Background: an optimization exercise with open tools, aiming at small area and a short achievable clock period. Do not read the settings as production practice. Power is estimated from default activity; no workload was simulated.

==> inputs of yarrow <==
## lab4
module lab4(Dout, Din, clk, reset);
output  [17:0]  Dout;
input   [7:0]   Din;
input           clk, reset;
reg [7:0] r0, r1, r2, r3, r4, r5, r6, r7, r8, r9, r10;
reg [16:0] s;
wire nrst;
invm u_nrst (.a(reset), .y(nrst));
wire pas1, pac2;
ha upas1 (.a(r1[0]), .b(r7[0]), .s(pas1), .co(pac2));
wire pas3, pac4;
fa upas3 (.a(r1[1]), .b(r7[1]), .c(pac2), .s(pas3), .co(pac4));
wire pas5, pac6;
fa upas5 (.a(r1[2]), .b(r7[2]), .c(pac4), .s(pas5), .co(pac6));
wire pas7, pac8;
fa upas7 (.a(r1[3]), .b(r7[3]), .c(pac6), .s(pas7), .co(pac8));
wire pas9, pac10;
fa upas9 (.a(r1[4]), .b(r7[4]), .c(pac8), .s(pas9), .co(pac10));
wire pas11, pac12;
fa upas11 (.a(r1[5]), .b(r7[5]), .c(pac10), .s(pas11), .co(pac12));
wire pas13, pac14;
fa upas13 (.a(r1[6]), .b(r7[6]), .c(pac12), .s(pas13), .co(pac14));
wire pas15, pac16;
fa upas15 (.a(r1[7]), .b(r7[7]), .c(pac14), .s(pas15), .co(pac16));
wire pbs17, pbc18;
xnor2m upbs17 (.a(r2[0]), .b(r6[0]), .y(pbs17));
or2m upbc18 (.a(r2[0]), .b(r6[0]), .y(pbc18));
wire pbs19, pbc20;
fa upbs19 (.a(r2[1]), .b(r6[1]), .c(pbc18), .s(pbs19), .co(pbc20));
wire pbs21, pbc22;
fa upbs21 (.a(r2[2]), .b(r6[2]), .c(pbc20), .s(pbs21), .co(pbc22));
wire pbs23, pbc24;
fa upbs23 (.a(r2[3]), .b(r6[3]), .c(pbc22), .s(pbs23), .co(pbc24));
wire pbs25, pbc26;
fa upbs25 (.a(r2[4]), .b(r6[4]), .c(pbc24), .s(pbs25), .co(pbc26));
wire pbs27, pbc28;
fa upbs27 (.a(r2[5]), .b(r6[5]), .c(pbc26), .s(pbs27), .co(pbc28));
wire pbs29, pbc30;
fa upbs29 (.a(r2[6]), .b(r6[6]), .c(pbc28), .s(pbs29), .co(pbc30));
wire pbs31, pbc32;
fa upbs31 (.a(r2[7]), .b(r6[7]), .c(pbc30), .s(pbs31), .co(pbc32));
wire pcs33, pcc34;
ha upcs33 (.a(r3[0]), .b(r5[0]), .s(pcs33), .co(pcc34));
wire pcs35, pcc36;
fa upcs35 (.a(r3[1]), .b(r5[1]), .c(pcc34), .s(pcs35), .co(pcc36));
wire pcs37, pcc38;
fa upcs37 (.a(r3[2]), .b(r5[2]), .c(pcc36), .s(pcs37), .co(pcc38));
wire pcs39, pcc40;
fa upcs39 (.a(r3[3]), .b(r5[3]), .c(pcc38), .s(pcs39), .co(pcc40));
wire pcs41, pcc42;
fa upcs41 (.a(r3[4]), .b(r5[4]), .c(pcc40), .s(pcs41), .co(pcc42));
wire pcs43, pcc44;
fa upcs43 (.a(r3[5]), .b(r5[5]), .c(pcc42), .s(pcs43), .co(pcc44));
  ...
Settings: LEC_CHECK=0, CAP_MARGIN=20, CORE_MARGIN=2, CORE_UTILIZATION=40, CTS_BUF_LIST=sky130_fd_sc_hd__clkbuf_8, SLEW_MARGIN=20, SYNTH_HIERARCHICAL=1, SYNTH_MINIMUM_KEEP_SIZE=0; clock period 13.0 ns.
standard.sh (not shown) runs the stock make flow with config.mk's settings and CLKGATE_MAP_FILE= SYNTH_SCRIPT=/design/flow/synth_recipe.tcl, a recipe that flattens the netlist after the stock synthesis.
==> flow/flow/run.sh <==
#!/bin/bash
# The standard layout (standard.sh) with these changes to its settings:
#  - the port buffers are plain buffers (BUF) instead of the delay-cell
#    footprint-mates that buffer_ports picks by default;
#  - repair_timing aims for a setup slack margin of MARGIN ns;
#  - clock tree synthesis inserts no dummy loads.
# Everything else (synthesis, floorplan, power grid, placement, routing) is
# the standard flow's.  The make output goes to standard.log; ORFS keeps each
# step's log under orfs/logs.
set -euo pipefail
MARGIN=5
BUF=sky130_fd_sc_hd__buf_2
export BUFFER_PORTS_ARGS="-buffer_cell $BUF"
export CTS_ARGS="-sink_clustering_enable -repair_clock_nets -buf_list sky130_fd_sc_hd__clkbuf_8 -dont_use_dummy_load"
sed -e "s/\"\${@:-finish}\"/SETUP_SLACK_MARGIN=$MARGIN \"\${@:-finish}\"/" standard.sh > standard_margin.sh
grep -q "SETUP_SLACK_MARGIN=$MARGIN" standard_margin.sh
bash standard_margin.sh > standard.log 2>&1
==> inputs of raven, as changes to yarrow <==
--- a/flow/design.v
+++ b/flow/design.v
@@ -446,62 +446,50 @@
     r4 <= ~(r3 | {8{nrst}});
     r5 <= ~(r4 & {8{reset}});
     r6 <= ~(r5 | {8{nrst}});
     r7 <= ~(r6 & {8{reset}});
     r8 <= ~(r7 | {8{nrst}});
     r9 <= r8 & {8{reset}};
     r10 <= ~(r9 & {8{reset}});
 end
-wire os417, oc418;
-xn3 uos417 (.a(s[3]), .b(Din[3]), .c(Din[0]), .y(os417));
-mjn uoc418 (.a(s[3]), .b(Din[3]), .c(Din[0]), .y(oc418));
-wire os419, oc420;
-xn3 uos419 (.a(s[4]), .b(Din[4]), .c(Din[1]), .y(os419));
-mjn uoc420 (.a(s[4]), .b(Din[4]), .c(Din[1]), .y(oc420));
-wire os421, oc422;
-xn3 uos421 (.a(s[5]), .b(Din[5]), .c(Din[2]), .y(os421));
-mjn uoc422 (.a(s[5]), .b(Din[5]), .c(Din[2]), .y(oc422));
-wire os423, oc424;
-xn3 uos423 (.a(s[6]), .b(Din[6]), .c(Din[3]), .y(os423));
-mjn uoc424 (.a(s[6]), .b(Din[6]), .c(Din[3]), .y(oc424));
-wire os425, oc426;
-xn3 uos425 (.a(s[7]), .b(Din[7]), .c(Din[4]), .y(os425));
-mjn uoc426 (.a(s[7]), .b(Din[7]), .c(Din[4]), .y(oc426));
-wire os427, oc428;
-ha uos427 (.a(s[8]), .b(Din[5]), .s(os427), .co(oc428));
-wire os429, oc430;
-ha uos429 (.a(s[9]), .b(Din[6]), .s(os429), .co(oc430));
-wire os431, oc432;
-ha uos431 (.a(s[10]), .b(Din[7]), .s(os431), .co(oc432));
 wire pp0, gg0;
 xnm upp0 (.a(s[0]), .b(Din[0]), .y(pp0));
 anm ugg0 (.a(s[0]), .b(Din[0]), .y(gg0));
 wire pp1, gg1;
 xnm upp1 (.a(s[1]), .b(Din[1]), .y(pp1));
 anm ugg1 (.a(s[1]), .b(Din[1]), .y(gg1));
 wire pp2, gg2;
 xnm upp2 (.a(s[2]), .b(Din[2]), .y(pp2));
 anm ugg2 (.a(s[2]), .b(Din[2]), .y(gg2));
-wire pp3 = os417;
+wire pp3;
+xn3 upp3 (.a(s[3]), .b(Din[3]), .c(Din[0]), .y(pp3));
 wire gg3 = 1'b0;
 wire pp4, gg4;
-ha upp4 (.a(os419), .b(oc418), .s(pp4), .co(gg4));
+pm47 upp4 (.s(s[4]), .d(Din[4]), .e(Din[1]), .sp(s[3]), .dp(Din[3]), .ep(Din[0]), .y(pp4));
+gm47 ugg4 (.s(s[4]), .d(Din[4]), .e(Din[1]), .sp(s[3]), .dp(Din[3]), .ep(Din[0]), .y(gg4));
 wire pp5, gg5;
-ha upp5 (.a(os421), .b(oc420), .s(pp5), .co(gg5));
+pm47 upp5 (.s(s[5]), .d(Din[5]), .e(Din[2]), .sp(s[4]), .dp(Din[4]), .ep(Din[1]), .y(pp5));
+gm47 ugg5 (.s(s[5]), .d(Din[5]), .e(Din[2]), .sp(s[4]), .dp(Din[4]), .ep(Din[1]), .y(gg5));
 wire pp6, gg6;
-ha upp6 (.a(os423), .b(oc422), .s(pp6), .co(gg6));
+pm47 upp6 (.s(s[6]), .d(Din[6]), .e(Din[3]), .sp(s[5]), .dp(Din[5]), .ep(Din[2]), .y(pp6));
+gm47 ugg6 (.s(s[6]), .d(Din[6]), .e(Din[3]), .sp(s[5]), .dp(Din[5]), .ep(Din[2]), .y(gg6));
 wire pp7, gg7;
-ha upp7 (.a(os425), .b(oc424), .s(pp7), .co(gg7));
+pm47 upp7 (.s(s[7]), .d(Din[7]), .e(Din[4]), .sp(s[6]), .dp(Din[6]), .ep(Din[3]), .y(pp7));
+gm47 ugg7 (.s(s[7]), .d(Din[7]), .e(Din[4]), .sp(s[6]), .dp(Din[6]), .ep(Din[3]), .y(gg7));
 wire pp8, gg8;
-ha upp8 (.a(os427), .b(oc426), .s(pp8), .co(gg8));
+pm8 upp8 (.s(s[8]), .e(Din[5]), .sp(s[7]), .dp(Din[7]), .ep(Din[4]), .y(pp8));
+gm8 ugg8 (.s(s[8]), .e(Din[5]), .sp(s[7]), .dp(Din[7]), .ep(Din[4]), .y(gg8));
 wire pp9, gg9;
-ha upp9 (.a(os429), .b(oc428), .s(pp9), .co(gg9));
+pm9 upp9 (.s(s[9]), .e(Din[6]), .sp(s[8]), .ep(Din[5]), .y(pp9));
+gm9 ugg9 (.s(s[9]), .e(Din[6]), .sp(s[8]), .ep(Din[5]), .y(gg9));
 wire pp10, gg10;
-ha upp10 (.a(os431), .b(oc430), .s(pp10), .co(gg10));
+pm9 upp10 (.s(s[10]), .e(Din[7]), .sp(s[9]), .ep(Din[6]), .y(pp10));
+gm9 ugg10 (.s(s[10]), .e(Din[7]), .sp(s[9]), .ep(Din[6]), .y(gg10));
+wire b11 = s[10] & Din[7];
 wire G0_1 = gg1 | (pp1 & gg0);
 wire P0_1 = pp1 & pp0;
 wire G0_3 = gg3 | (pp3 & gg2);
 wire P0_3 = pp3 & pp2;
 wire G0_5 = gg5 | (pp5 & gg4);
 wire P0_5 = pp5 & pp4;
 wire G0_7 = gg7 | (pp7 & gg6);
 wire P0_7 = pp7 & pp6;
@@ -527,17 +515,17 @@
 wire P2_7 = P1_7 & P1_3;
 wire G3_8 = gg8 | (pp8 & G2_7);
 wire P3_8 = pp8 & P2_7;
 wire G3_9 = G0_9 | (P0_9 & G2_7);
 wire P3_9 = P0_9 & P2_7;
 wire G3_10 = G1_10 | (P1_10 & G2_7);
 wire P3_10 = P1_10 & P2_7;
 wire [10:0] lo_s = {pp10 ^ G3_9, pp9 ^ G3_8, pp8 ^ G2_7, pp7 ^ G2_6, pp6 ^ G2_5, pp5 ^ G2_4, pp4 ^ G1_3, pp3 ^ G1_2, pp2 ^ G0_1, pp1 ^ gg0, pp0};
-wire lo_c = G3_10 | oc432;
+wire lo_c = G3_10 | b11;
 wire [11:0] lo = {lo_c, lo_s};
 wire [5:0] ones = {&s[15:11], &s[14:11], &s[13:11], &s[12:11], s[11], 1'b1};
 assign Dout = {1'b0, s[16:11] ^ (ones & {6{lo[11]}}), lo[10:0]};
 endmodule
 module fa(a, b, c, s, co);
 input a, b, c;
 output s, co;
 assign s = a ^ b ^ c;
@@ -548,16 +536,46 @@
 output y;
 assign y = ~(a ^ b);
 endmodule
 module or2m(a, b, y);
 input a, b;
 output y;
 assign y = a | b;
 endmodule
+module pm47(s, d, e, sp, dp, ep, y);
+input s, d, e, sp, dp, ep;
+output y;
+assign y = (s ^ ~d ^ e) ^ ((sp & ~dp) | (ep & (sp | ~dp)));
+endmodule
+module gm47(s, d, e, sp, dp, ep, y);
+input s, d, e, sp, dp, ep;
+output y;
+assign y = (s ^ ~d ^ e) & ((sp & ~dp) | (ep & (sp | ~dp)));
+endmodule
+module pm8(s, e, sp, dp, ep, y);
+input s, e, sp, dp, ep;
+output y;
+assign y = (s ^ e) ^ ((sp & ~dp) | (ep & (sp | ~dp)));
+endmodule
+module gm8(s, e, sp, dp, ep, y);
+input s, e, sp, dp, ep;
+output y;
+assign y = (s ^ e) & ((sp & ~dp) | (ep & (sp | ~dp)));
+endmodule
+module pm9(s, e, sp, ep, y);
+input s, e, sp, ep;
+output y;
+assign y = (s ^ e) ^ (sp & ep);
+endmodule
+module gm9(s, e, sp, ep, y);
+input s, e, sp, ep;
+output y;
+assign y = (s ^ e) & (sp & ep);
+endmodule
 module xn3(a, b, c, y);
 input a, b, c;
 output y;
 assign y = a ^ ~b ^ c;
 endmodule
 module mjn(a, b, c, y);
 input a, b, c;
 output y;
==> inputs of fjord, as changes to yarrow <==
--- a/flow/design.v
+++ b/flow/design.v
@@ -524,23 +524,27 @@
 wire G2_6 = G1_6 | (P1_6 & G1_3);
 wire P2_6 = P1_6 & P1_3;
 wire G2_7 = G1_7 | (P1_7 & G1_3);
 wire P2_7 = P1_7 & P1_3;
 wire G3_8 = gg8 | (pp8 & G2_7);
 wire P3_8 = pp8 & P2_7;
 wire G3_9 = G0_9 | (P0_9 & G2_7);
 wire P3_9 = P0_9 & P2_7;
-wire G3_10 = G1_10 | (P1_10 & G2_7);
 wire P3_10 = P1_10 & P2_7;
 wire [10:0] lo_s = {pp10 ^ G3_9, pp9 ^ G3_8, pp8 ^ G2_7, pp7 ^ G2_6, pp6 ^ G2_5, pp5 ^ G2_4, pp4 ^ G1_3, pp3 ^ G1_2, pp2 ^ G0_1, pp1 ^ gg0, pp0};
-wire lo_c = G3_10 | oc432;
+wire G3_10;
+wire lo_ca, lo_cb;
+cm u_lo_ca (.g(G1_10), .p(P1_10), .c(G2_7), .b(oc432), .y(lo_ca));
+cm u_lo_cb (.g(G1_10), .p(P1_10), .c(G2_7), .b(oc432), .y(lo_cb));
+wire lo_c = lo_ca;
+assign G3_10 = G1_10 | (P1_10 & G2_7);
 wire [11:0] lo = {lo_c, lo_s};
 wire [5:0] ones = {&s[15:11], &s[14:11], &s[13:11], &s[12:11], s[11], 1'b1};
-assign Dout = {1'b0, s[16:11] ^ (ones & {6{lo[11]}}), lo[10:0]};
+assign Dout = {1'b0, s[16:14] ^ (ones[5:3] & {3{lo_cb}}), s[13:11] ^ (ones[2:0] & {3{lo_ca}}), lo[10:0]};
 endmodule
 module fa(a, b, c, s, co);
 input a, b, c;
 output s, co;
 assign s = a ^ b ^ c;
 assign co = (a & b) | (c & (a ^ b));
 endmodule
 module xnor2m(a, b, y);
@@ -548,16 +552,21 @@
 output y;
 assign y = ~(a ^ b);
 endmodule
 module or2m(a, b, y);
 input a, b;
 output y;
 assign y = a | b;
 endmodule
+module cm(g, p, c, b, y);
+input g, p, c, b;
+output y;
+assign y = g | (p & c) | b;
+endmodule
 module xn3(a, b, c, y);
 input a, b, c;
 output y;
 assign y = a ^ ~b ^ c;
 endmodule
 module mjn(a, b, c, y);
 input a, b, c;
 output y;
--- a/flow/flow/run.sh
+++ b/flow/flow/run.sh
@@ -4,14 +4,14 @@
 #    footprint-mates that buffer_ports picks by default;
 #  - repair_timing aims for a setup slack margin of MARGIN ns;
 #  - clock tree synthesis inserts no dummy loads.
 # Everything else (synthesis, floorplan, power grid, placement, routing) is
 # the standard flow's.  The make output goes to standard.log; ORFS keeps each
 # step's log under orfs/logs.
 set -euo pipefail
 MARGIN=5
-BUF=sky130_fd_sc_hd__buf_2
+BUF=sky130_fd_sc_hd__buf_4
 export BUFFER_PORTS_ARGS="-buffer_cell $BUF"
 export CTS_ARGS="-sink_clustering_enable -repair_clock_nets -buf_list sky130_fd_sc_hd__clkbuf_8 -dont_use_dummy_load"
 sed -e "s/\"\${@:-finish}\"/SETUP_SLACK_MARGIN=$MARGIN \"\${@:-finish}\"/" standard.sh > standard_margin.sh
 grep -q "SETUP_SLACK_MARGIN=$MARGIN" standard_margin.sh
 bash standard_margin.sh > standard.log 2>&1
==> impl_metrics.yaml <==
grt:
  grt_pass1_vias: 4460
power:
  seq_power_share_pct: 25.3
critical_path:
  worstPathCellList: "buf_4 -> xnor3_1 -> ha_1 -> a21oi_1 -> o31a_1 -> nand2_1 -> a211o_1 -> ha_1 -> xor2_1 -> buf_4"
cells_and_area:
  num-nets-final: 773
floorplan:
  die_w_um: 136.8
outcome:
  outcome: "finished clean"
synth:
  post_synth_main_area_contributors: "fa_1 (42%), dfxtp_1 (30%), ha_1 (6.7%), nand2_1 (2.6%), xnor2_1 (2.5%)"
Source of the figures above: fjord

==> impl_metrics.yaml <==
outcome:
  outcome: "finished clean"
critical_path:
  critPathBufInv: 3
  worstPathCellList: "buf_2 -> inv_1 -> maj3_2 -> xnor2_1 -> and4_1 -> o211ai_1 -> a311oi_2 -> o2111ai_1 -> xnor2_1 -> buf_2"
floorplan:
  die_w_um: 137.9
cells_and_area:
  num-nets-final: 797
grt:
  grt_pass1_vias: 4379
power:
  seq_power_share_pct: 27.0
synth:
  post_synth_main_area_contributors: "fa_1 (41%), dfxtp_1 (29%), xnor2_1 (5.5%), ha_1 (4.9%), nand2_1 (3.0%)"
Source of the figures above: raven

==> impl_metrics.yaml <==
floorplan:
  die_w_um: 136.8
grt:
  globalRouteOverflowTotal: 0
synth:
  post_synth_main_area_contributors: "fa_1 (42%), dfxtp_1 (30%), ha_1 (6.7%), nand2_1 (2.7%), nor2_1 (2.2%)"
outcome:
  outcome: "finished clean"
power:
  seq_power_share_pct: 26.2
cells_and_area:
  num-nets-final: 772
placement:
  pre_cts_ws_ns: 5.438
critical_path:
  worstPathCellList: "buf_2 -> xnor3_1 -> ha_1 -> and3_1 -> o211ai_2 -> nand2_1 -> o21ai_1 -> nand2b_1 -> ha_1 -> nor2_1 -> xnor2_1 -> buf_2"
  crit_type: "input port to output port"
clocking:
  cts-root-buf: "clkbuf_8"
Source of the figures above: yarrow

Function was not checked in any run of this note: the RTL went through the layout flow alone.

port drivers added, routing unchanged:
How much do the figures lean on ideal ports? The routed layouts below were timed once more, with nothing changed but the port constraints. Step 1, drivers: a clkbuf_16 drives clk and a buf_2 each remaining input, both assumed. Step 2 moves the port delays by t, midway between the first and last clock arrival at a register: inputs arrive t later, outputs are due t later. That takes back most of the time a late clock gives input paths. a / b / c = no drivers / after step 1 / after step 2; a / b = the first two.
run	shift t [ns]	slack for setup (ns)	worst setup path after step 2	worst slew at a driven data input, ns
yarrow	0.413	5.569 / 5.545 / 5.508	input to register	0.03
raven	0.405	5.364 / 5.339 / 5.339	input to output	0.03
fjord	0.392	5.498 / 5.475 / 5.475	input to output	0.03
After both steps setup and hold are still met in every run listed. The setup slack of yarrow, which loses most, moves by -0.024 ns with the drivers and by -0.061 ns with both steps.
